Source: an optimization exercise on an open RTL-to-GDS flow (aim: small area and a short achievable clock period). Production flows keep margins and buffers that such runs may drop. Function not checked in this run: the RTL went through the layout flow alone. Power and IR drop assume default switching activity.

## design/flow/config.mk

```make
export PLATFORM = sky130hd
export DESIGN_NAME = vi_exe
export DESIGN_NICKNAME = vi_exe
export VERILOG_FILES = /design/flow/design.v
export SDC_FILE = /design/flow/constraint.sdc
export NUM_CORES = 4
export LEC_CHECK = 0
export CAP_MARGIN = 20
export CORE_MARGIN = 2
export CORE_UTILIZATION = 40
export SLEW_MARGIN = 20
```

## design/flow/constraint.sdc

```tcl
create_clock -name core_clock -period 10.0 [get_ports {clk_i}]
set_input_delay 2.0000 -clock core_clock [delete_from_list [all_inputs] [get_ports {clk_i}]]
set_output_delay 2.0000 -clock core_clock [all_outputs]
set_load 0.01 [all_outputs]
```

## design/flow/design.v

```verilog
module int_alu(
input clk_i,
input rsn_i,
input [31:0] pc_i,
input [31:0] instr_i,
input [31:0] data_a_i,
input [31:0] data_b_i,
output [31:0] data_out_o,
output	illegal_inst_o);
wire	[6:0]	opcode;
wire	[6:0]	funct7;
wire	[2:0]	funct3;
reg	[31:0]	result;
reg		illegal_inst;
wire	[31:0]	unsigned_ext_imm;
wire	[31:0]	ext_imm;
wire	[31:0] jal_ext_imm;
wire	[31:0] branch_ext_imm;
wire	[31:0] store_ext_imm;
wire	[31:0] load_ext_imm;
assign	opcode = instr_i[6:0];
assign	funct7 = instr_i[31:25];
assign	funct3 = instr_i[14:12];	
assign	ext_imm = {{20{instr_i[31]}},instr_i[31:20]};
assign	unsigned_ext_imm = {20'b0, instr_i[31:20]};
assign  jal_ext_imm = {{11{instr_i[31]}},instr_i[31],instr_i[19:12],instr_i[20],instr_i[30:21],1'b0};
assign  branch_ext_imm = { {19{instr_i[31]}}, instr_i[31], instr_i[7], instr_i[30:25], instr_i[11:8], 1'b0 };
assign  store_ext_imm = { {20{instr_i[31]}}, instr_i[31:25], instr_i[11:7] };
assign  load_ext_imm = { {20{instr_i[31]}}, instr_i[31:20] };
assign  data_out_o = result;
assign  illegal_inst_o = illegal_inst;
always@(*)
begin
	illegal_inst = 1'b0;
	result = 32'b0;
	case (opcode)
	7'b0110011: begin 
		case (funct3)
		3'b000: begin 
			case(funct7)
			7'b0000000: result = data_a_i + data_b_i;  
			7'b0100000: result = data_a_i - data_b_i;  
			7'b0000001: result = data_a_i * data_b_i;  
			endcase
		end
		3'b001: begin
			case(funct7)
			7'b0000000: result = data_a_i << data_b_i;  
			endcase
		end
		endcase
	end
	7'b0010011: begin
		case(funct3)
		3'b000: begin
			result = data_a_i + ext_imm;  
		end
		default: begin
			result = 32'b0;
			illegal_inst = 1'b1;
		end
		endcase
	end
	7'b0000011: begin
		result = data_a_i + load_ext_imm;  
	end
	7'b0100011: begin
		result = data_a_i + store_ext_imm;  
	end
	7'b1100011: begin
		result =  (data_a_i == data_b_i) ? (pc_i + branch_ext_imm) : pc_i;  
	end
	7'b1101111: begin
		result = pc_i + jal_ext_imm;  
	end
	7'b1110011: begin
		result = data_a_i;
	end
	default: begin
		result = 32'b0;
		illegal_inst = 1'b1;
	end
	endcase
end
endmodule
module exe_mult1_latch(
input		clk_i,
input		rsn_i,
input 		kill_i,
input	[31:0]	exe_int_write_data_i,
input	[4:0]	exe_write_addr_i,
input		exe_int_write_enable_i,
input	[31:0]	exe_instruction_i,
input	[31:0]	exe_pc_i,
output	[31:0]	mult1_int_write_data_o,
output	[4:0]	mult1_write_addr_o,
output		mult1_int_write_enable_o,
output	[31:0]	mult1_instruction_o,
output 	[31:0]	mult1_pc_o);
reg	[31:0]	mult1_int_write_data;
reg	[4:0]	mult1_write_addr;
reg		mult1_int_write_enable;
reg	[31:0]	mult1_instruction;
reg 	[31:0]	mult1_pc;
assign mult1_int_write_data_o = mult1_int_write_data;
assign mult1_write_addr_o = mult1_write_addr;
assign mult1_int_write_enable_o = mult1_int_write_enable;
assign mult1_instruction_o = mult1_instruction;
assign mult1_pc_o = mult1_pc;
always @(posedge clk_i)
begin
	if (!rsn_i || kill_i) begin
		mult1_int_write_data = 32'b0;
		mult1_write_addr = 5'b0;
		mult1_int_write_enable = 1'b0;
		mult1_instruction = 32'b0;
		mult1_pc = 32'b0;
	end
	else begin
		if (exe_instruction_i[31:25] == 7'b0000001 && exe_instruction_i[6:0] == 7'b0110011) begin
			mult1_int_write_data = exe_int_write_data_i;
			mult1_write_addr = exe_write_addr_i;
			mult1_int_write_enable = exe_int_write_enable_i;
			mult1_instruction = exe_instruction_i;
			mult1_pc = exe_pc_i;
		end
		else begin
			mult1_int_write_enable = 1'b0;
			mult1_instruction = exe_instruction_i;
			mult1_pc = exe_pc_i;
		end
	end
end
endmodule
module mult1_mult2_latch(
input		clk_i,
input		rsn_i,
input		kill_i,
input	[31:0]	mult1_int_write_data_i,
input	[4:0]	mult1_write_addr_i,
input		mult1_int_write_enable_i,
input	[31:0]	mult1_instruction_i,
input	[31:0]	mult1_pc_i,
output	[31:0]	mult2_int_write_data_o,
output	[4:0]	mult2_write_addr_o,
output		mult2_int_write_enable_o,
output	[31:0]	mult2_instruction_o,
output 	[31:0]	mult2_pc_o);
reg	[31:0]	mult2_int_write_data;
reg	[4:0]	mult2_write_addr;
reg		mult2_int_write_enable;
reg	[31:0]	mult2_instruction;
reg 	[31:0]	mult2_pc;
assign mult2_int_write_data_o = mult2_int_write_data;
assign mult2_write_addr_o = mult2_write_addr;
assign mult2_int_write_enable_o = mult2_int_write_enable;
assign mult2_instruction_o = mult2_instruction;
assign mult2_pc_o = mult2_pc;
always @(posedge clk_i)
begin
	if (!rsn_i || kill_i) begin
		mult2_int_write_data = 32'b0;
		mult2_write_addr = 5'b0;
		mult2_int_write_enable = 1'b0;
		mult2_instruction = 32'b0;
		mult2_pc = 32'b0;
	end
	else begin
		mult2_int_write_data = mult1_int_write_data_i;
		mult2_write_addr = mult1_write_addr_i;
		mult2_int_write_enable = mult1_int_write_enable_i;
		mult2_instruction = mult1_instruction_i;
		mult2_pc = mult1_pc_i;
	end
end
endmodule
module mult2_mult3_latch(
input		clk_i,
input		rsn_i,
input		kill_i,
input	[31:0]	mult2_int_write_data_i,
input	[4:0]	mult2_write_addr_i,
input		mult2_int_write_enable_i,
input	[31:0]	mult2_instruction_i,
input	[31:0]	mult2_pc_i,
output	[31:0]	mult3_int_write_data_o,
output	[4:0]	mult3_write_addr_o,
output		mult3_int_write_enable_o,
output	[31:0]	mult3_instruction_o,
output 	[31:0]	mult3_pc_o);
reg	[31:0]	mult3_int_write_data;
reg	[4:0]	mult3_write_addr;
reg		mult3_int_write_enable;
reg	[31:0]	mult3_instruction;
reg 	[31:0]	mult3_pc;
assign mult3_int_write_data_o = mult3_int_write_data;
assign mult3_write_addr_o = mult3_write_addr;
assign mult3_int_write_enable_o = mult3_int_write_enable;
assign mult3_instruction_o = mult3_instruction;
assign mult3_pc_o = mult3_pc;
always @(posedge clk_i)
begin
	if (!rsn_i || kill_i) begin
		mult3_int_write_data = 32'b0;
		mult3_write_addr = 5'b0;
		mult3_int_write_enable = 1'b0;
		mult3_instruction = 32'b0;
		mult3_pc = 32'b0;
	end
	else begin
		mult3_int_write_data = mult2_int_write_data_i;
		mult3_write_addr = mult2_write_addr_i;
		mult3_int_write_enable = mult2_int_write_enable_i;
		mult3_instruction = mult2_instruction_i;
		mult3_pc = mult2_pc_i;
	end
end
endmodule
module mult3_mult4_latch(
input		clk_i,
input		rsn_i,
input		kill_i,
input	[31:0]	mult3_int_write_data_i,
input	[4:0]	mult3_write_addr_i,
input		mult3_int_write_enable_i,
input	[31:0]	mult3_instruction_i,
input	[31:0]	mult3_pc_i,
output	[31:0]	mult4_int_write_data_o,
output	[4:0]	mult4_write_addr_o,
output		mult4_int_write_enable_o,
output	[31:0]	mult4_instruction_o,
output 	[31:0]	mult4_pc_o);
reg	[31:0]	mult4_int_write_data;
reg	[4:0]	mult4_write_addr;
reg		mult4_int_write_enable;
reg	[31:0]	mult4_instruction;
reg 	[31:0]	mult4_pc;
assign mult4_int_write_data_o = mult4_int_write_data;
assign mult4_write_addr_o = mult4_write_addr;
assign mult4_int_write_enable_o = mult4_int_write_enable;
assign mult4_instruction_o = mult4_instruction;
assign mult4_pc_o = mult4_pc;
always @(posedge clk_i)
begin
	if (!rsn_i || kill_i) begin
		mult4_int_write_data = 32'b0;
		mult4_write_addr = 5'b0;
		mult4_int_write_enable = 1'b0;
		mult4_instruction = 32'b0;
		mult4_pc = 32'b0;
	end
	else begin
		mult4_int_write_data = mult3_int_write_data_i;
		mult4_write_addr = mult3_write_addr_i;
		mult4_int_write_enable = mult3_int_write_enable_i;
		mult4_instruction = mult3_instruction_i;
		mult4_pc = mult3_pc_i;
	end
end
endmodule
module mult4_mult5_latch(
input		clk_i,
input		rsn_i,
input		kill_i,
input	[31:0]	mult4_int_write_data_i,
input	[4:0]	mult4_write_addr_i,
input		mult4_int_write_enable_i,
input	[31:0]	mult4_instruction_i,
input	[31:0]	mult4_pc_i,
output	[31:0]	mult5_int_write_data_o,
output	[4:0]	mult5_write_addr_o,
output		mult5_int_write_enable_o,
output	[31:0]	mult5_instruction_o,
output 	[31:0]	mult5_pc_o);
reg	[31:0]	mult5_int_write_data;
reg	[4:0]	mult5_write_addr;
reg		mult5_int_write_enable;
reg	[31:0]	mult5_instruction;
reg 	[31:0]	mult5_pc;
assign mult5_int_write_data_o = mult5_int_write_data;
assign mult5_write_addr_o = mult5_write_addr;
assign mult5_int_write_enable_o = mult5_int_write_enable;
assign mult5_instruction_o = mult5_instruction;
assign mult5_pc_o = mult5_pc;
always @(posedge clk_i)
begin
	if (!rsn_i || kill_i) begin
		mult5_int_write_data = 32'b0;
		mult5_write_addr = 5'b0;
		mult5_int_write_enable = 1'b0;
		mult5_instruction = 32'b0;
		mult5_pc = 32'b0;
	end
	else begin
		mult5_int_write_data = mult4_int_write_data_i;
		mult5_write_addr = mult4_write_addr_i;
		mult5_int_write_enable = mult4_int_write_enable_i;
		mult5_instruction = mult4_instruction_i;
		mult5_pc = mult4_pc_i;
	end
end
endmodule
module vi_exe(
input		clk_i,
input		rsn_i,
input		kill_i,
input	[31:0]	instr_i,
input	[31:0]	pc_i,
input	[31:0]	data_a_i,
input	[31:0]	data_b_i,
input	[4:0]	write_addr_i,
input		int_write_enable_i,
output	[31:0]	exe_result_o,
output		exe_illegal_o,
output	[4:0]	mult_wr_en_o,
output	[24:0]	mult_addr_o,
output	[31:0]	mult5_data_o,
output	[31:0]	mult5_instr_o,
output	[31:0]	mult5_pc_o);
reg	[31:0]	exe_instruction;
reg	[31:0]	exe_pc;
reg	[31:0]	exe_read_data_a;
reg	[31:0]	exe_read_data_b;
reg	[4:0]	exe_write_addr;
reg		exe_int_write_enable;
always @(posedge clk_i)
begin
	if (!rsn_i || kill_i) begin
		exe_instruction <= 32'b0;
		exe_pc <= 32'b0;
		exe_read_data_a <= 32'b0;
		exe_read_data_b <= 32'b0;
		exe_write_addr <= 5'b0;
		exe_int_write_enable <= 1'b0;
	end
	else begin
		exe_instruction <= instr_i;
		exe_pc <= pc_i;
		exe_read_data_a <= data_a_i;
		exe_read_data_b <= data_b_i;
		exe_write_addr <= write_addr_i;
		exe_int_write_enable <= int_write_enable_i;
	end
end
wire	[31:0]	el_int_data_out;
wire		el_illegal_inst;
int_alu int_alu(
	.clk_i			(clk_i),
	.rsn_i			(rsn_i),
	.pc_i			(exe_pc),
	.instr_i		(exe_instruction),
	.data_a_i		(exe_read_data_a),
	.data_b_i		(exe_read_data_b),
	.data_out_o		(el_int_data_out),
	.illegal_inst_o 	(el_illegal_inst)
);
reg	[31:0]	exe_result;
reg		exe_illegal;
always @(posedge clk_i)
begin
	if (!rsn_i || kill_i) begin
		exe_result <= 32'b0;
		exe_illegal <= 1'b0;
	end
	else begin
		exe_result <= el_int_data_out;
		exe_illegal <= el_illegal_inst;
	end
end
assign exe_result_o = exe_result;
assign exe_illegal_o = exe_illegal;
wire [31:0] mult1_instruction;
wire [31:0] mult1_pc;
wire [31:0] mult1_int_write_data;
wire [4:0] mult1_write_addr;
wire mult1_int_write_enable;
wire [31:0] mult2_instruction;
wire [31:0] mult2_pc;
wire [31:0] mult2_int_write_data;
wire [4:0] mult2_write_addr;
wire mult2_int_write_enable;
wire [31:0] mult3_instruction;
wire [31:0] mult3_pc;
wire [31:0] mult3_int_write_data;
wire [4:0] mult3_write_addr;
wire mult3_int_write_enable;
wire [31:0] mult4_instruction;
wire [31:0] mult4_pc;
wire [31:0] mult4_int_write_data;
wire [4:0] mult4_write_addr;
wire mult4_int_write_enable;
wire [31:0] mult5_instruction;
wire [31:0] mult5_pc;
wire [31:0] mult5_int_write_data;
wire [4:0] mult5_write_addr;
wire mult5_int_write_enable;
exe_mult1_latch exe_mult1_latch(
	.clk_i				(clk_i),
	.rsn_i				(rsn_i),
	.kill_i				(kill_i),
	.exe_int_write_data_i		(el_int_data_out),
	.exe_write_addr_i		(exe_write_addr),
	.exe_int_write_enable_i		(exe_int_write_enable),
	.exe_instruction_i		(exe_instruction),
	.exe_pc_i			(exe_pc),
	.mult1_int_write_data_o		(mult1_int_write_data),
	.mult1_write_addr_o		(mult1_write_addr),
	.mult1_int_write_enable_o	(mult1_int_write_enable),
	.mult1_instruction_o		(mult1_instruction),
	.mult1_pc_o			(mult1_pc)
);
mult1_mult2_latch mult1_mult2_latch(
	.clk_i				(clk_i),
	.rsn_i				(rsn_i),
	.kill_i				(kill_i),
	.mult1_int_write_data_i		(mult1_int_write_data),
	.mult1_write_addr_i		(mult1_write_addr),
	.mult1_int_write_enable_i	(mult1_int_write_enable),
	.mult1_instruction_i		(mult1_instruction),
	.mult1_pc_i			(mult1_pc),
	.mult2_int_write_data_o		(mult2_int_write_data),
	.mult2_write_addr_o		(mult2_write_addr),
	.mult2_int_write_enable_o	(mult2_int_write_enable),
	.mult2_instruction_o		(mult2_instruction),
	.mult2_pc_o			(mult2_pc)
);
mult2_mult3_latch mult2_mult3_latch(
	.clk_i				(clk_i),
	.rsn_i				(rsn_i),
	.kill_i				(kill_i),
	.mult2_int_write_data_i		(mult2_int_write_data),
	.mult2_write_addr_i		(mult2_write_addr),
	.mult2_int_write_enable_i	(mult2_int_write_enable),
	.mult2_instruction_i		(mult2_instruction),
	.mult2_pc_i			(mult2_pc),
	.mult3_int_write_data_o		(mult3_int_write_data),
	.mult3_write_addr_o		(mult3_write_addr),
	.mult3_int_write_enable_o	(mult3_int_write_enable),
	.mult3_instruction_o		(mult3_instruction),
	.mult3_pc_o			(mult3_pc)
);
mult3_mult4_latch mult3_mult4_latch(
	.clk_i				(clk_i),
	.rsn_i				(rsn_i),
	.kill_i				(kill_i),
	.mult3_int_write_data_i		(mult3_int_write_data),
	.mult3_write_addr_i		(mult3_write_addr),
	.mult3_int_write_enable_i	(mult3_int_write_enable),
	.mult3_instruction_i		(mult3_instruction),
	.mult3_pc_i			(mult3_pc),
	.mult4_int_write_data_o		(mult4_int_write_data),
	.mult4_write_addr_o		(mult4_write_addr),
	.mult4_int_write_enable_o	(mult4_int_write_enable),
	.mult4_instruction_o		(mult4_instruction),
	.mult4_pc_o			(mult4_pc)
);
mult4_mult5_latch mult4_mult5_latch(
	.clk_i				(clk_i),
	.rsn_i				(rsn_i),
	.kill_i				(kill_i),
	.mult4_int_write_data_i		(mult4_int_write_data),
	.mult4_write_addr_i		(mult4_write_addr),
	.mult4_int_write_enable_i	(mult4_int_write_enable),
	.mult4_instruction_i		(mult4_instruction),
	.mult4_pc_i			(mult4_pc),
	.mult5_int_write_data_o		(mult5_int_write_data),
	.mult5_write_addr_o		(mult5_write_addr),
	.mult5_int_write_enable_o	(mult5_int_write_enable),
	.mult5_instruction_o		(mult5_instruction),
	.mult5_pc_o			(mult5_pc)
);
assign mult_wr_en_o = {mult5_int_write_enable, mult4_int_write_enable, mult3_int_write_enable,
                       mult2_int_write_enable, mult1_int_write_enable};
assign mult_addr_o = {mult5_write_addr, mult4_write_addr, mult3_write_addr,
                      mult2_write_addr, mult1_write_addr};
assign mult5_data_o = mult5_int_write_data;
assign mult5_instr_o = mult5_instruction;
assign mult5_pc_o = mult5_pc;
endmodule
```

## design/flow/run.sh

```bash
#!/bin/bash
# synth_recipe.tcl (not shown) runs the flow's synth.tcl, then flattens the netlist and writes it again
# the make line also repeats each setting of config.mk as NAME=value (left out here)
make -C /OpenROAD-flow-scripts/flow DESIGN_CONFIG=/design/flow/config.mk WORK_HOME=/design/flow/orfs CLKGATE_MAP_FILE= SYNTH_SCRIPT=/design/flow/synth_recipe.tcl finish
```

==> flow_metrics.env <==
export IMPL_outcome="timing/DRC/antenna clean"
export IMPL_layout_stage_area_growth_over_the_synthesis_result_pct=15.08
export IMPL_crit_path_end_kind="register"
export IMPL_ir_worst_vdd_mv=0.1489
export IMPL_synth_top_area_share_pct=29.31
export IMPL_cts_hold_fix_buffers=0
export IMPL_final_report_setup_violation_count=0
export IMPL_synth_flop_cell="sky130_fd_sc_hd__dfxtp_1"
export IMPL_tightestPinTransition_ns=1.094
export IMPL_firstDrtPassIters=6
export IMPL_clk_path_buf_depth=3
export IMPL_nNetsFinal=6067
export IMPL_cpPeakStageDelay_ns=0.64
export IMPL_synthesis_area_per_instance_um2=9.102
export IMPL_vias=37020
export IMPL_start_util_pct=40.38
export IMPL_critical_path_most_common_cell="sky130_fd_sc_hd__fa_1"
export IMPL_floorplan_core_area_um2=114500
export IMPL_max_cap_viol_count=0
export IMPL_detail_route_iter0_violations=3203
export IMPL_ys_ff_latch=677
export IMPL_ys_seq_area_share_pct=29.31
export IMPL_grt_overflow_total=0
export IMPL_pwr_share_clk_pct=42.0
export IMPL_clock_tree_from_tritoncts="yes"
export IMPL_hp_class="reg -> reg"
export IMPL_drt_vias_per_instance=5.424
export IMPL_global_route_wire_length_before_repair_um=241500
export IMPL_routedWlPerCell_um=23.98
export IMPL_grt_total_usage_pct=27.47
export IMPL_ant_nets=0
export IMPL_die_height_um=344.0
export IMPL_switching_share_pct=27.79
export IMPL_final_min_period_over_clock_period_pct=82.84
export IMPL_synthesis_instances=5080
export IMPL_postSynth_asyncResetShare_pct=0
export IMPL_post_cts_resized=0
export IMPL_numCtsBuffers=72
export IMPL_netlist_top_cell_by_area="sky130_fd_sc_hd__dfxtp_1"
export IMPL_ctsHtreeMaxLevel=3
export IMPL_buffer_cell_driving_the_clock_tree_root="sky130_fd_sc_hd__clkbuf_16"
export IMPL_cp_data_arrival_time_ns=8.84
export IMPL_die_width_um=344.0
export IMPL_crit_fanout=19
export IMPL_power_net_switching_mw=1.801
export IMPL_synth_edf_count=0
export IMPL_insertion_delay_ns=0.66
export IMPL_final_min_clock_period_ns=8.284
export IMPL_hold_viol_final=0
export IMPL_fin_worst_hold_slack_ns=0.4189
export IMPL_mapped_nets=5895
export IMPL_timing_final_max_slew_violations=0
export IMPL_synth_area_leaders="sky130_fd_sc_hd__dfxtp_1 29%, sky130_fd_sc_hd__fa_1 18%, sky130_fd_sc_hd__and2_1 12%"
export IMPL_worst_clock_skew_ns=0.03653
export IMPL_die_area_um2=118300
export IMPL_power_density_cell_area_nw_per_um2=121.8
export IMPL_gp_routability_congestion=0.9936
export IMPL_fillerInstances=11070
export IMPL_overall_routed_net_length_um=163700
export IMPL_synth_top_cells_by_count="893 x sky130_fd_sc_hd__and2_1, 677 x sky130_fd_sc_hd__dfxtp_1, 468 x sky130_fd_sc_hd__inv_1"
export IMPL_clock_sinks=677
export IMPL_path_clk_slew_ns=0.07
export IMPL_sequentialPowerShare_pct=43.2
export IMPL_antenna_found_initial=1
export IMPL_largest_net_degree_at_the_start_of_global_routing=241
export IMPL_crit_slowest_cell="sky130_fd_sc_hd__dfxtp_1"
export IMPL_internal_power_mw=4.680
export IMPL_power_total_mw=6.482
export IMPL_synth_warnings=7
export IMPL_p_comb_share_pct=14.8
export IMPL_crit_buf_inv=5
export IMPL_via_count_of_the_first_global_routing_pass=36910
export IMPL_drc=0
export IMPL_cpLargestDelayFamily="adder cells"
export IMPL_total_standard_cell_area_after_synthesis_um2=46240
export IMPL_slew_headroom_pct=27.09
export IMPL_io_pins=296
export IMPL_yosys_cell_count_top_type="sky130_fd_sc_hd__and2_1"
export IMPL_floorplan_rows=124
export IMPL_io_buffers=295
export IMPL_static_leakage_power_nw=22.76
export IMPL_totalNegativeSetupSlack_ns=0
export IMPL_rsz0062_at_grt="false"
export IMPL_layout_core_utilization_pct=46.47
export IMPL_synth_cell_types=94
export IMPL_layout_drive_gt1_share_pct=5.857
export IMPL_clock_fmax_mhz=120.7
export IMPL_place_detailed_hpwl_um=127300
export IMPL_worst_setup_path_start_kind="register"
export IMPL_worst_setup_path_type="reg -> reg"
export IMPL_post_cts_buffers=0
export IMPL_required_time_of_the_critical_path_ns=10.55
sequential cells by signal, summed over array words and instances (netlist names), 32 cells and up:
| signal | flops |
|---|---|
| exe_mult1_latch.mult1_int_write_data | 32 |
| mult4_mult5_latch.mult5_instruction | 32 |
| exe_instruction | 32 |
| exe_read_data_b | 32 |
| mult1_mult2_latch.mult2_instruction | 32 |
| mult1_mult2_latch.mult2_int_write_data | 32 |
| exe_read_data_a | 32 |
| mult2_mult3_latch.mult3_instruction | 32 |
| mult1_mult2_latch.mult2_pc | 32 |
| mult3_mult4_latch.mult4_int_write_data | 32 |
| mult3_mult4_latch.mult4_instruction | 32 |
| exe_pc | 32 |
| exe_mult1_latch.mult1_pc | 32 |
| exe_result | 32 |
| mult2_mult3_latch.mult3_int_write_data | 32 |
| mult4_mult5_latch.mult5_int_write_data | 32 |
| exe_mult1_latch.mult1_instruction | 32 |
| mult2_mult3_latch.mult3_pc | 32 |
| mult3_mult4_latch.mult4_pc | 32 |
| mult4_mult5_latch.mult5_pc | 32 |
layer usage:
metal / up-vias / wire, µm / part of all wire, % / track usage [%]
met1: 17920 / 65360 / 40 / 33.79
met5: - / 0 / 0 / 0
met3: 403 / 12370 / 7.6 / 5.434
met2: 1654 / 76050 / 46 / 45.25
li1: 17040 / - / - / -
met4: 0 / 9884 / 6.0 / 15.07
worst register-to-register path: cells and delay by family, from the launching register on:
kind,cells,cell delay [ns]
and+or+nand+nor,3,0.88
AOI/OAI and AO/OA,8,1.92
buffers and inverters,5,0.56
adders and majority gates,9,4.18
DFF,1,0.64
cell families (layout without fill, tap and decap cells):
group                      count (synthesis)  after routing  share of synthesized area [%]
AOI/OAI and AO/OA                        867            867                          12.41
xor gates and xnor gates                 165            165                          3.155
adders and majority gates                678            678                          25.07
buffers and inverters                    781           1011                          6.583
DFF                                      677            677                          29.31
muxes                                     64             64                          2.048
other                                      0              3                              0
and+or+nand+nor                         1848           1848                          21.42
final cells by class:
type	instances	area, µm²	area share, %
Timing Repair Buffer	407	3819	7.176
Multi-Input combinational cell	3622	29690	55.80
Sequential cell	677	13560	25.48
Tap cell	1512	1892	3.555
Antenna cell	3	7.507	0.01411
Clock inverter	31	406.6	0.7642
Clock buffer	101	2061	3.873
Inverter	472	1772	3.330
through the flow:
step / cell area (µm²) / cells / setup WS (ns)
3_3_place_gp: 50730 / 6689 / 1.940
5_1_grt: 53200 / 6822 / 1.388
2_1_floorplan: 46240 / 5080 / 2.162
4_1_cts: 53200 / 6822 / 1.787
3_5_place_dp: 50740 / 6690 / 1.789
6_report: 53210 / 6825 / 1.716
final timing paths:
path | from | endpoint | slack, ns | cells past startpoint
hold / removal | exe_mult1_latch.mult1_pc[10] | mult1_mult2_latch.mult2_pc[10] | 0.42 | 1
setup / recovery | exe_read_data_a[12] | exe_result[28] | 1.72 | 25
setup reg to reg | exe_read_data_a[12] | exe_result[28] | 1.72 | 25
hold reg to reg | exe_mult1_latch.mult1_pc[10] | mult1_mult2_latch.mult2_pc[10] | 0.42 | 1
cell usage in the layout (no fill, tap or decap), types with 72 or more instances in the layout:
master and instances:
sky130_fd_sc_hd__a21oi_1 226, sky130_fd_sc_hd__and2_1 893, sky130_fd_sc_hd__buf_4 110, sky130_fd_sc_hd__clkbuf_16 72
sky130_fd_sc_hd__clkdlybuf4s50_1 295, sky130_fd_sc_hd__dfxtp_1 671, sky130_fd_sc_hd__fa_1 414, sky130_fd_sc_hd__ha_1 264
sky130_fd_sc_hd__inv_1 468, sky130_fd_sc_hd__nand2_1 417, sky130_fd_sc_hd__nor2_1 217, sky130_fd_sc_hd__nor3_1 77
sky130_fd_sc_hd__o21ai_0 192, sky130_fd_sc_hd__xnor2_1 114
power by group through the flow:
stage               logic (mW)  registers (mW)  clock network (mW)
finish                   0.959            2.80                2.73
global route              1.03            2.80                2.92
CTS                      0.938            2.80                2.80
detailed placement       0.932            2.86                   0
global placement         0.929            2.85                   0
floorplan                0.598            2.81                   0

port drivers added, routing unchanged:
The results above use ideal ports. As a check the final layout listed here was re-extracted and re-timed, cells and wires unchanged.
Step 1: set_driving_cell puts a clkbuf_16 on clk_i and a buf_2 on each other input, an assumption about the parent block.
Step 2 moves the port delays by t, midway between the first and last clock arrival at a register: inputs arrive t later, outputs are due t later. That takes back most of the time a late clock gives input paths.
Three values: ideal ports, drivers, drivers and shift; two values: the first two.
shift t [ns]: 0.712
slack for setup (ns): 1.716 / 1.716 / 1.716
worst register clock-pin slew, ns: 0.07 / 0.07
cell pins on the clock port's net: 1
After both steps setup and hold are still met in this run. The setup slack of this run moves by 0.000 ns with the drivers and by 0.000 ns with both steps.
